This design comes from an exercise in tuning for small area and a short achievable clock period on the open sky130 flow, not from production work.
Where RTL was checked, it was by simulation tests only, not by an equivalence proof against the original.

== v6 ==
Design mac, start of the top module:
module mac(
    input [15:0] x1,
    input [15:0] x2,
    input clk,
    input rst,
    input en,
    output [39:0] y
    );
Size in the first run: ~910 cells after synthesis, ~72 flip-flops, about 0.0092 mm² of cells after synthesis.
clock: 12.0 ns
lec_check: 0
abc_area: 1
cap_margin: 20
core_margin: 2
core_utilization: 60
cts_buf_list: sky130_fd_sc_hd__clkbuf_4 sky130_fd_sc_hd__clkbuf_8
setup_slack_margin: 5
slew_margin: 20
synth_hierarchical: 1
standard.sh (not shown) runs the stock make flow with config.mk's settings and CLKGATE_MAP_FILE= SYNTH_SCRIPT=/design/flow/synth_recipe.tcl, a recipe that flattens the netlist after the stock synthesis.
==> flow/flow/run.sh <==
#!/bin/bash
# The standard layout (standard.sh: ORFS synthesis to final layout) with a
# few extra ORFS settings; the clock, constraints and synthesis script are
# unchanged. Settings come from flow/params.sh:
#   MARGIN      setup slack that repair_timing aims for (ns)
#   PORTBUF     cell used to buffer every input and output port
#   EXTRA       further ORFS make variables
set -u
. flow/params.sh
bash standard.sh SETUP_SLACK_MARGIN=$MARGIN "BUFFER_PORTS_ARGS=-buffer_cell $PORTBUF" $EXTRA finish > standard.log 2>&1
==> flow/flow/params.sh <==
MARGIN=6.5
PORTBUF=sky130_fd_sc_hd__buf_1
EXTRA="ABC_LOAD_IN_FF=2"
diff inputs: v6 => v7
--- a/flow/design.v
+++ b/flow/design.v
@@ -695,19 +695,23 @@
 always @(posedge clk or posedge rst)
   if (rst) begin
     S <= 40'd0;
     C <= 32'd0;
   end else begin
     S <= Sn;
     C <= Cn;
   end
 wire [39:0] ya = S[39:0], yb = {8'd0, C};
-wire [39:0] p0 = ya ^ yb, g0 = ya & yb;
+wire [39:0] p0, g0;
+genvar gi;
+generate for (gi = 0; gi < 40; gi = gi + 1) begin : pg
+  ha_cell h (.a(ya[gi]), .b(yb[gi]), .s(p0[gi]), .co(g0[gi]));
+end endgenerate
 wire bg0_1 = g0[1] | (p0[1] & g0[0]);
 wire bp0_1 = p0[1] & p0[0];
 wire bg0_3 = g0[3] | (p0[3] & g0[2]);
 wire bp0_3 = p0[3] & p0[2];
 wire bg0_5 = g0[5] | (p0[5] & g0[4]);
 wire bp0_5 = p0[5] & p0[4];
 wire bg0_7 = g0[7] | (p0[7] & g0[6]);
 wire bp0_7 = p0[7] & p0[6];
 wire bg0_9 = g0[9] | (p0[9] & g0[8]);
==> run summary <==
- v7 was carried through to the last stage, and its layout satisfied the timing, DRC and antenna checks.
- v7 vs. v6: sequential element share of the synthesized area fell by 0.25 points; count of multi-input gates rose by 11%; number of logic stages on the critical path including buffering fell by 4.
- Comparing v6 and v7, the lower average size of a mapped cell is on v7.
- Cell count ended up 61 higher on v7 than on v6.
- Final cell area excluding filler cells, v6 and v7: larger value in v7
- Cmp v7 vs v6: average wire length per cell after detail routing lower in v7
- The run showing the greater portion of the clock cycle consumed by the worst path in the final layout is v6.
- Summary of the comparison: final core area utilization is higher in v7, relative to v6.
For v7, only the layout was checked, not whether the RTL still works.

Another version of the RTL of mac (not shown whole).
Size: ~890 cells after synthesis, about 72 flip-flops, roughly 75 I/O pins, ~8900 sq um of cells after synthesis.
Design mac, start of the top module:
module mac(
    input [15:0] x1,
    input [15:0] x2,
    input clk,
    input rst,
    input en,
    output [39:0] y
    );
reg [39:0] S;
reg [31:0] C;
wire s1;
wire c2;
wire s3;
wire c4;
wire s5;
wire c6;
wire s7;
wire c8;
wire s9;
wire c10;
wire s11;
wire c12;
wire s13;
wire c14;
wire s15;
wire c16;
wire s17;
wire c18;
wire s19;
wire c20;
wire s21;
wire c22;
wire s23;
wire c24;
wire s25;
wire c26;
wire s27;
wire c28;
wire s29;
wire c30;
wire s31;
wire c32;
wire s33;
wire c34;
wire s35;
wire c36;
wire s37;
wire c38;
wire s39;
wire c40;
wire s41;
wire c42;
wire s43;
wire c44;
wire s45;
wire c46;
wire s47;
wire c48;
wire s49;
wire c50;
wire s51;
wire c52;
wire s53;
wire c54;
wire s55;
wire c56;
wire s57;
wire c58;
wire s59;
wire c60;
wire s61;
wire c62;
wire s63;
wire c64;
wire s65;
wire c66;
wire s67;
wire c68;
wire s69;
wire c70;
wire s71;
wire c72;
wire s73;
wire c74;
wire s75;
wire c76;
wire s77;
wire c78;
wire s79;
wire c80;
wire s81;
wire c82;
wire s83;
wire c84;
wire s85;
wire c86;
wire s87;
wire c88;
wire s89;
wire c90;
wire s91;
wire c92;
wire s93;
wire c94;
wire s95;
wire c96;
wire s97;
wire c98;
wire s99;
wire c100;
wire s101;
wire c102;
wire s103;
wire c104;
wire s105;
wire c106;
wire s107;
wire c108;
wire s109;
wire c110;
wire s111;
wire c112;
wire s113;
wire c114;
wire s115;
wire c116;
wire s117;
wire c118;
wire s119;
wire c120;
wire s121;
wire c122;
wire s123;
wire c124;
wire s125;
wire c126;
wire s127;
wire c128;
wire s129;
wire c130;
wire s131;
wire c132;
wire s133;
wire c134;
wire s135;
wire c136;
wire s137;
wire c138;
  ...
clock: 12.0 ns
lec_check: 0
abc_area: 1
cap_margin: 20
core_margin: 2
core_utilization: 60
cts_buf_list: sky130_fd_sc_hd__clkbuf_4 sky130_fd_sc_hd__clkbuf_8
setup_slack_margin: 5
slew_margin: 20
synth_hierarchical: 1
==> flow/flow/params.sh <==
MARGIN=6.8
PORTBUF=sky130_fd_sc_hd__buf_1
EXTRA="ABC_LOAD_IN_FF=2"
Scripts as last shown in full above: flow/flow/run.sh
Change:
--- a/flow/design.v
+++ b/flow/design.v
@@ -510,15 +510,16 @@
 wire pp7_12 = (one7 & (x1[12] ^ neg7)) | (two7 & (x1[11] ^ neg7));
 wire pp7_13 = (one7 & (x1[13] ^ neg7)) | (two7 & (x1[12] ^ neg7));
 wire pp7_14 = (one7 & (x1[14] ^ neg7)) | (two7 & (x1[13] ^ neg7));
 wire pp7_15 = (one7 & (x1[15] ^ neg7)) | (two7 & (x1[14] ^ neg7));
 wire pp7_16 = ~((one7 & (x1[15] ^ neg7)) | (two7 & (x1[15] ^ neg7)));
 wire s0n = ~pp0_16;
 wire [4:0] yi = y[18:14];
-wire [5:0] yinc = {1'b0, yi} + {5'b0, neg7};
+wire [5:0] yp1 = {1'b0, yi} + 6'd1;
+wire [5:0] yinc = neg7 ? yp1 : {1'b0, yi};
 ha_cell hs1 (.a(y[8]), .b(neg4), .s(s1), .co(c2));
 ha_cell hs3 (.a(y[9]), .b(pp0_9), .s(s3), .co(c4));
 fa_cell fs5 (.a(y[10]), .b(neg5), .c(pp0_10), .s(s5), .co(c6));
 ha_cell hs7 (.a(pp1_8), .b(pp2_6), .s(s7), .co(c8));
 fa_cell fs9 (.a(y[11]), .b(pp0_11), .c(pp1_9), .s(s9), .co(c10));
 ha_cell hs11 (.a(pp2_7), .b(pp3_5), .s(s11), .co(c12));
 fa_cell fs13 (.a(y[12]), .b(neg6), .c(pp0_12), .s(s13), .co(c14));
The new run finished with timing, DRC and antenna clean. Clock skew stays flat. Die area stays flat. Core utilization fell by 0.22 points. Area after synthesis is about the same. Flip-flop and latch count does not change. First-iteration DRC count is lower by 26%. Register-to-register slack is worse by 0.03 ns. Hold slack gets worse by 0.018 ns. Wire length falls by 0.46%.

gamma:
RTL: one of the versions met above, not the one the previous note started from.
Size: about 72 flip-flops, about 75 I/O pins, ~9000 µm² of cells after synthesis.
clock: 12.0 ns
lec_check: 0
abc_area: 1
cap_margin: 20
core_margin: 2
core_utilization: 60
cts_buf_list: sky130_fd_sc_hd__clkbuf_4 sky130_fd_sc_hd__clkbuf_8
setup_slack_margin: 5
slew_margin: 20
synth_hierarchical: 1
==> flow/flow/params.sh <==
MARGIN=6.5
PORTBUF=sky130_fd_sc_hd__buf_1
EXTRA="ABC_LOAD_IN_FF=2"
Scripts as last shown in full above: flow/flow/run.sh
diff inputs: gamma => delta
--- a/flow/design.v
+++ b/flow/design.v
@@ -506,24 +506,23 @@
 wire pp7_8 = (one7 & (x1[8] ^ neg7)) | (two7 & (x1[7] ^ neg7));
 wire pp7_9 = (one7 & (x1[9] ^ neg7)) | (two7 & (x1[8] ^ neg7));
 wire pp7_10 = (one7 & (x1[10] ^ neg7)) | (two7 & (x1[9] ^ neg7));
 wire pp7_11 = (one7 & (x1[11] ^ neg7)) | (two7 & (x1[10] ^ neg7));
 wire pp7_12 = (one7 & (x1[12] ^ neg7)) | (two7 & (x1[11] ^ neg7));
 wire pp7_13 = (one7 & (x1[13] ^ neg7)) | (two7 & (x1[12] ^ neg7));
 wire pp7_14 = (one7 & (x1[14] ^ neg7)) | (two7 & (x1[13] ^ neg7));
 wire pp7_15 = (one7 & (x1[15] ^ neg7)) | (two7 & (x1[14] ^ neg7));
 wire pp7_16 = ~((one7 & (x1[15] ^ neg7)) | (two7 & (x1[15] ^ neg7)));
 wire s0n = ~pp0_16;
 wire [4:0] yi = y[18:14];
-wire [5:0] yp1 = {1'b0, yi} + 6'd1;
-wire [5:0] yinc = neg7 ? yp1 : {1'b0, yi};
+wire [5:0] yinc = {1'b0, yi} + {5'b0, neg7};
 ha_cell hs1 (.a(y[8]), .b(neg4), .s(s1), .co(c2));
 ha_cell hs3 (.a(y[9]), .b(pp0_9), .s(s3), .co(c4));
 fa_cell fs5 (.a(y[10]), .b(neg5), .c(pp0_10), .s(s5), .co(c6));
 ha_cell hs7 (.a(pp1_8), .b(pp2_6), .s(s7), .co(c8));
 fa_cell fs9 (.a(y[11]), .b(pp0_11), .c(pp1_9), .s(s9), .co(c10));
 ha_cell hs11 (.a(pp2_7), .b(pp3_5), .s(s11), .co(c12));
 fa_cell fs13 (.a(y[12]), .b(neg6), .c(pp0_12), .s(s13), .co(c14));
 fa_cell fs15 (.a(pp1_10), .b(pp2_8), .c(pp3_6), .s(s15), .co(c16));
 ha_cell hs17 (.a(pp4_4), .b(pp5_2), .s(s17), .co(c18));
 fa_cell fs19 (.a(y[13]), .b(pp0_13), .c(pp1_11), .s(s19), .co(c20));
 fa_cell fs21 (.a(pp2_9), .b(pp3_7), .c(pp4_5), .s(s21), .co(c22));
==> run summary <==
- The area added between synthesis and finish of delta exceeds that of gamma by 0.83 points.
- gamma reports its cell with the largest stage delay on the worst path as fa_1 while delta reports fa_2.
- Minimum setup slack among reg-to-reg paths on delta is up relative to gamma.
- For standard cell area after detailed placement, gamma and delta come out practically identical.
- delta vs gamma: non-clock inverter total of the final layout down by a few percent
- Compared with gamma, placement density in the core of delta is higher.

==> afterwards: timing with drivers on the ports <==
How much do the figures lean on ideal ports? The routed layouts below were timed once more, with nothing changed but the port constraints.
Step 1 sets driving cells, clkbuf_16 on the clock port and buf_2 on the other inputs (assumed; they add their load-dependent delay and slew).
Step 2 times the ports against the registers' clock, not the clock port: input delays grow and output delays shrink by t, the midpoint of the rising clock arrivals with the driver on.
Three values: no drivers, after step 1, after step 2; two values: the first two.
| run | shift t [ns] | setup slack, ns | worst data-port slew with drivers (ns) |
|---|---|---|---|
| v6 | 0.411 | 6.597 / 6.556 / 6.259 | 0.03 |
| v7 | 0.426 | 6.635 / 6.610 / 6.223 | 0.04 |
| the first run of note 2 | 0.427 | 6.788 / 6.771 / 6.359 | 0.08 |
| the second run of note 2 | 0.404 | 6.754 / 6.775 / 6.370 | 0.05 |
| gamma | 0.418 | 6.592 / 6.574 / 6.182 | 0.04 |
| delta | 0.411 | 6.621 / 6.603 / 6.226 | 0.04 |
After both steps every run listed still meets setup and hold. The setup slack of the first run of note 2, which loses most, moves by -0.017 ns with the drivers and by -0.429 ns with both steps.
